From an optimization exercise on the open Yosys and OpenROAD flow, aimed at small area, a short achievable clock period and few clock cycles per item; shortcuts taken in it are not production practice. The RTL was checked by simulation tests, not by an equivalence proof against the original design. No activity file was given, so power comes from the tool's default toggle rates.

==> flow/design.v <==
module Processor(clk , rst , imem_addr , imem_data , IR , Loaded , Stored , Out , valid) ;
	input clk ;
	input rst ;
	input [15:0] imem_data ;
	output [15:0] imem_addr ;
	output reg valid ;
	output reg [15:0] Out , Stored , Loaded ;
	output reg [15:0] IR ;
	localparam [255:0] RINIT = {
		16'h1984, 16'h3994, 16'h0CDE, 16'h1CBA, 16'h0102, 16'h1A32, 16'h0414, 16'h22DA,
		16'h1C86, 16'h22E0, 16'h0001, 16'h1C3A, 16'h00AA, 16'h0030, 16'h0020, 16'h0010 } ;
	localparam [255:0] MINIT = {
		16'h1984, 16'h0000, 16'h0CDE, 16'h0000, 16'h0102, 16'h1A32, 16'h0000, 16'h22DA,
		16'h0000, 16'h0000, 16'h0000, 16'h1C3A, 16'h00AA, 16'h0000, 16'h0020, 16'h0001 } ;
	reg [15:0] pc ;
	assign imem_addr = pc ;
	reg [255:0] rf ;    
	reg [255:0] dm ;    
	reg rst_q ;
	reg [15:0] IRd ;
	reg [3:0] d_rb ;      
	reg d_sub ;
	reg [15:0] ra_oh , rb_oh ;    
	reg vd ;
	always @(posedge clk) begin
		IRd <= imem_data ;
		d_rb <= (imem_data[15:12] == 4'd6) ? imem_data[11:8] : imem_data[3:0] ;
		d_sub <= (imem_data[15:12] == 4'd1) ;
		ra_oh <= 16'd1 << imem_data[7:4] ;
		rb_oh <= 16'd1 << ((imem_data[15:12] == 4'd6) ? imem_data[11:8] : imem_data[3:0]) ;
		rst_q <= rst ;
		if (rst) begin
			pc <= 16'd0 ;
			vd <= 1'b0 ;
		end else begin
			pc <= pc + 16'd1 ;
			vd <= 1'b1 ;
		end
	end
	wire [3:0] d_op  = IRd[15:12] ;
	wire [3:0] d_rs1 = IRd[7:4] ;
	wire d_and   = (d_op == 4'd2) ;
	wire d_or    = (d_op == 4'd3) ;
	wire d_xor   = (d_op == 4'd4) ;
	wire d_load  = (d_op == 4'd5) ;
	wire d_store = (d_op == 4'd6) ;
	wire d_sum   = !(d_and || d_or || d_xor || d_load || d_store) ;
	reg [15:0] A , Bx ;   
	reg [15:0] IRe ;
	reg ve ;
	reg c_sub , c_and , c_or , c_xor , c_ld , c_st , c_sum ;
	reg ww ;              
	reg [3:0] wrd ;
	wire [15:0] res ;     
	reg [15:0] Am ;       
	reg [15:0] wen ;      
	wire e_wr = ve && !c_st ;    
	wire fwa = e_wr && (IRe[11:8] == d_rs1) ;
	wire fwb = e_wr && (IRe[11:8] == d_rb) ;
	reg [15:0] rda , rdb ;
	integer k ;
	always @* begin
		rda = 16'd0 ;
		rdb = 16'd0 ;
		for (k = 0 ; k < 16 ; k = k + 1) begin
			rda = rda | ({16{ra_oh[k]}} & rf[16*k +: 16]) ;
			rdb = rdb | ({16{rb_oh[k]}} & rf[16*k +: 16]) ;
		end
	end
	wire [15:0] rfa = (ww && wrd == d_rs1) ? Out : rda ;
	wire [15:0] rfb = (ww && wrd == d_rb) ? Out : rdb ;
	wire [15:0] opb = fwb ? res : rfb ;
	always @(posedge clk) begin
		A <= fwa ? res : rfa ;
		Am <= 16'd1 << (fwa ? res[3:0] : rfa[3:0]) ;
		wen <= {16{rst}} | ({16{e_wr}} & (16'd1 << IRe[11:8])) ;
		Bx <= d_sub ? ~opb : opb ;
		IRe <= IRd ;
		c_sub <= d_sub ;
		c_and <= d_and ;
		c_or <= d_or ;
		c_xor <= d_xor ;
		c_sum <= d_sum ;
		c_ld <= d_load && vd && !rst ;
		c_st <= d_store && vd && !rst ;
		ve <= vd && !rst ;
	end
	wire [16:0] sum = {A, 1'b1} + {Bx, c_sub} ;    
	reg [15:0] mrd ;
	integer m ;
	always @* begin
		mrd = 16'd0 ;
		for (m = 0 ; m < 16 ; m = m + 1) mrd = mrd | ({16{Am[m]}} & dm[16*m +: 16]) ;
	end
	assign res = ({16{c_sum}} & sum[16:1]) | ({16{c_and}} & (A & Bx)) | ({16{c_or}} & (A | Bx)) |
	             ({16{c_xor}} & (A ^ Bx)) | ({16{c_ld}} & mrd) | ({16{c_st}} & Bx) ;
	wire [15:0] rf_wd_0 = Out & {16{~rst_q}} ;    
	wire [15:0] rf_wd_1 = Out | {16{rst_q}} ;     
	wire [15:0] dm_wd_0 = Bx & {16{~rst_q}} ;
	wire [15:0] dm_wd_1 = Bx | {16{rst_q}} ;
	genvar gi , gj ;
	generate
		for (gi = 0 ; gi < 16 ; gi = gi + 1) begin : row
			wire rf_en = wen[gi] ;
			wire dm_en = rst_q | (c_st && Am[gi]) ;
			for (gj = 0 ; gj < 16 ; gj = gj + 1) begin : col
				always @(posedge clk) begin
					if (rf_en) rf[16*gi + gj] <= RINIT[16*gi + gj] ? rf_wd_1[gj] : rf_wd_0[gj] ;
					if (dm_en) dm[16*gi + gj] <= MINIT[16*gi + gj] ? dm_wd_1[gj] : dm_wd_0[gj] ;
				end
			end
		end
	endgenerate
	always @(posedge clk) begin
		if (rst) begin
			valid <= 1'b0 ;
			ww <= 1'b0 ;
		end else begin
			valid <= ve ;
			ww <= e_wr ;
		end
		if (rst_q) begin
			Loaded <= 16'd0 ;
			Stored <= 16'd0 ;
		end else begin
			if (c_ld) Loaded <= mrd ;
			if (c_st) Stored <= Bx ;
		end
		wrd <= IRe[11:8] ;
		IR <= IRe ;
		Out <= res ;
	end
endmodule
==> flow/config.mk <==
export PLATFORM = sky130hd
export DESIGN_NAME = Processor
export DESIGN_NICKNAME = Processor
export VERILOG_FILES = /design/flow/design.v
export SDC_FILE = /design/flow/constraint.sdc
export NUM_CORES = 4
export LEC_CHECK = 0
export CAP_MARGIN = 20
export CORE_MARGIN = 2
export CORE_UTILIZATION = 72
export CTS_CLUSTER_DIAMETER = 70
export CTS_CLUSTER_SIZE = 20
export SETUP_SLACK_MARGIN = 3.7
export SLEW_MARGIN = 20
==> flow/constraint.sdc <==
create_clock -name core_clock -period 6.0 [get_ports {clk}]
set_input_delay 1.2000 -clock core_clock [delete_from_list [all_inputs] [get_ports {clk}]]
set_output_delay 1.2000 -clock core_clock [all_outputs]
set_load 0.01 [all_outputs]
run.sh (not shown) runs the stock make flow with config.mk's settings and CLKGATE_MAP_FILE= SYNTH_SCRIPT=/design/flow/synth_recipe.tcl, a recipe that flattens the netlist after the stock synthesis.
The starting point completed, yet does not pass: capacitance limit, slew limit.
Testbench counts at the start, summed over its fixed seeds: cycles 3,216, instrs 3,200.
Then changed:
--- a/flow/config.mk
+++ b/flow/config.mk
@@ -8,7 +8,7 @@
 export CAP_MARGIN = 20
 export CORE_MARGIN = 2
-export CORE_UTILIZATION = 72
+export CORE_UTILIZATION = 65
 export CTS_CLUSTER_DIAMETER = 70
-export CTS_CLUSTER_SIZE = 20
+export CTS_CLUSTER_SIZE = 30
 export SETUP_SLACK_MARGIN = 3.7
 export SLEW_MARGIN = 20
Outcome: Now the flow completed without violations. Routed wire length came out lower by a few percent. Sequential share of layout area came out lower by 0.42 points. Clock power came out lower slightly. Worst setup slack gets worse by 20 ps. Clock-buffer cell count came out lower by 23.
Then changed:
--- a/flow/config.mk
+++ b/flow/config.mk
@@ -8,7 +8,7 @@
 export CAP_MARGIN = 20
 export CORE_MARGIN = 2
-export CORE_UTILIZATION = 65
+export CORE_UTILIZATION = 68
 export CTS_CLUSTER_DIAMETER = 70
-export CTS_CLUSTER_SIZE = 30
+export CTS_CLUSTER_SIZE = 20
 export SETUP_SLACK_MARGIN = 3.7
 export SLEW_MARGIN = 20
Result:
- non-clock buffer count fell by 11
- critical path depth decreases by 3
- final area fell slightly
- die area falls by a few percent
- core utilization increases by 2.5 points
- sequential power went up slightly
- fmax climbs by a few percent
- worst hold slack loses 6.7 ps
Then changed:
--- a/flow/config.mk
+++ b/flow/config.mk
@@ -8,5 +8,5 @@
 export CAP_MARGIN = 20
 export CORE_MARGIN = 2
-export CORE_UTILIZATION = 68
+export CORE_UTILIZATION = 65
 export CTS_CLUSTER_DIAMETER = 70
 export CTS_CLUSTER_SIZE = 20
What happened:
- area after synthesis is unchanged
- final area increases slightly
- sequential share of layout area decreases by 0.59 points
- register-to-register slack got worse by 20 ps
- setup slack got worse by 20 ps
Then changed:
--- a/flow/config.mk
+++ b/flow/config.mk
@@ -9,6 +9,6 @@
 export CORE_MARGIN = 2
 export CORE_UTILIZATION = 65
-export CTS_CLUSTER_DIAMETER = 70
-export CTS_CLUSTER_SIZE = 20
+export CTS_CLUSTER_DIAMETER = 60
+export CTS_CLUSTER_SIZE = 16
 export SETUP_SLACK_MARGIN = 3.7
 export SLEW_MARGIN = 20
The changed run completed without violations.
Sequential power hardly moves.
Clock skew increases by 5.7 ps.
Wire length hardly moves.
Non-clock buffer count increases by 1.
Cell area increases by 1.5%.
Worst hold slack gets worse by 8.0 ps.
Combinational power stays flat.

// Processor: RTL as listed in full above, without the edits since
==> flow/config.mk <==
export PLATFORM = sky130hd
export DESIGN_NAME = Processor
export DESIGN_NICKNAME = Processor
export VERILOG_FILES = /design/flow/design.v
export SDC_FILE = /design/flow/constraint.sdc
export NUM_CORES = 4
export LEC_CHECK = 0
export CAP_MARGIN = 20
export CORE_MARGIN = 2
export CORE_UTILIZATION = 65
export CTS_CLUSTER_DIAMETER = 70
export CTS_CLUSTER_SIZE = 20
export SETUP_SLACK_MARGIN = 3.75
export SLEW_MARGIN = 20
export TNS_END_PERCENT = 10
==> flow/constraint.sdc <==
create_clock -name core_clock -period 6.0 [get_ports {clk}]
set_input_delay 1.2000 -clock core_clock [delete_from_list [all_inputs] [get_ports {clk}]]
set_output_delay 1.2000 -clock core_clock [all_outputs]
set_load 0.01 [all_outputs]
The baseline finished clean.
Testbench counts at the start, summed over its fixed seeds: cycles 3,216, instrs 3,200.
Rerun with:
Settings changed: CTS_CLUSTER_DIAMETER 70 to 80, CTS_CLUSTER_SIZE 20 to 25, GPL_ROUTABILITY_DRIVEN set to 0, SETUP_SLACK_MARGIN 3.75 to 3.7, TNS_END_PERCENT 10 to not set.
Critical path depth stays the same.
Core utilization drops by 2.0 points.
Die area is unchanged.
Design area drops by 2.6%.
Worst setup slack gets better by 140 ps.
Area after synthesis stays the same.
Routed wire length drops by 2.0%.
Cell count drops by 1.2%.
Sequential share of layout area climbs by 1.7 points.
Synthesized cell count is unchanged.
Clock power drops by 6.7%.

[separate check: timing with driven ports]
Ports are ideal in the flow. The routed layouts listed here were re-timed in OpenROAD.
Step 1 (the two cells are an assumption about what drives the block):
set clk [get_ports {clk}]
set_driving_cell -lib_cell sky130_fd_sc_hd__clkbuf_16 $clk
set_driving_cell -lib_cell sky130_fd_sc_hd__buf_2 [delete_from_list [all_inputs] $clk]
Step 2 also shifts input and output timing later by t, the mid clock arrival at the registers, as if the neighbouring blocks saw the same clock.
a / b / c = ideal / step 1 / step 2; a / b = the first two.
run | t (ns) | setup slack, ns | hold WS [ns] | worst register clock-pin slew, ns | cell pins on the clock port's net
the first run of note 1 | 0.671 | 3.593 / 3.593 / 3.084 | 0.323 / 0.323 / 0.323 | 0.13 / 0.13 | 1
the second run of note 1 | 0.647 | 3.573 / 3.573 / 3.139 | 0.333 / 0.333 / 0.333 | 0.11 / 0.11 | 1
the third run of note 1 | 0.655 | 3.630 / 3.618 / 3.123 | 0.327 / 0.327 / 0.327 | 0.09 / 0.09 | 1
the fourth run of note 1 | 0.658 | 3.610 / 3.587 / 3.137 | 0.326 / 0.326 / 0.326 | 0.09 / 0.09 | 1
the fifth run of note 1 | 0.682 | 3.619 / 3.560 / 3.130 | 0.318 / 0.318 / 0.318 | 0.08 / 0.08 | 1
the first run of note 2 | 0.656 | 3.527 / 3.527 / 3.109 | 0.325 / 0.325 / 0.325 | 0.09 / 0.09 | 1
the second run of note 2 | 0.641 | 3.662 / 3.601 / 3.245 | 0.321 / 0.321 / 0.321 | 0.10 / 0.10 | 1
For the first run of note 1, which loses most, drivers alone change the setup slack by 0.000 ns; drivers and shift together by -0.509 ns.
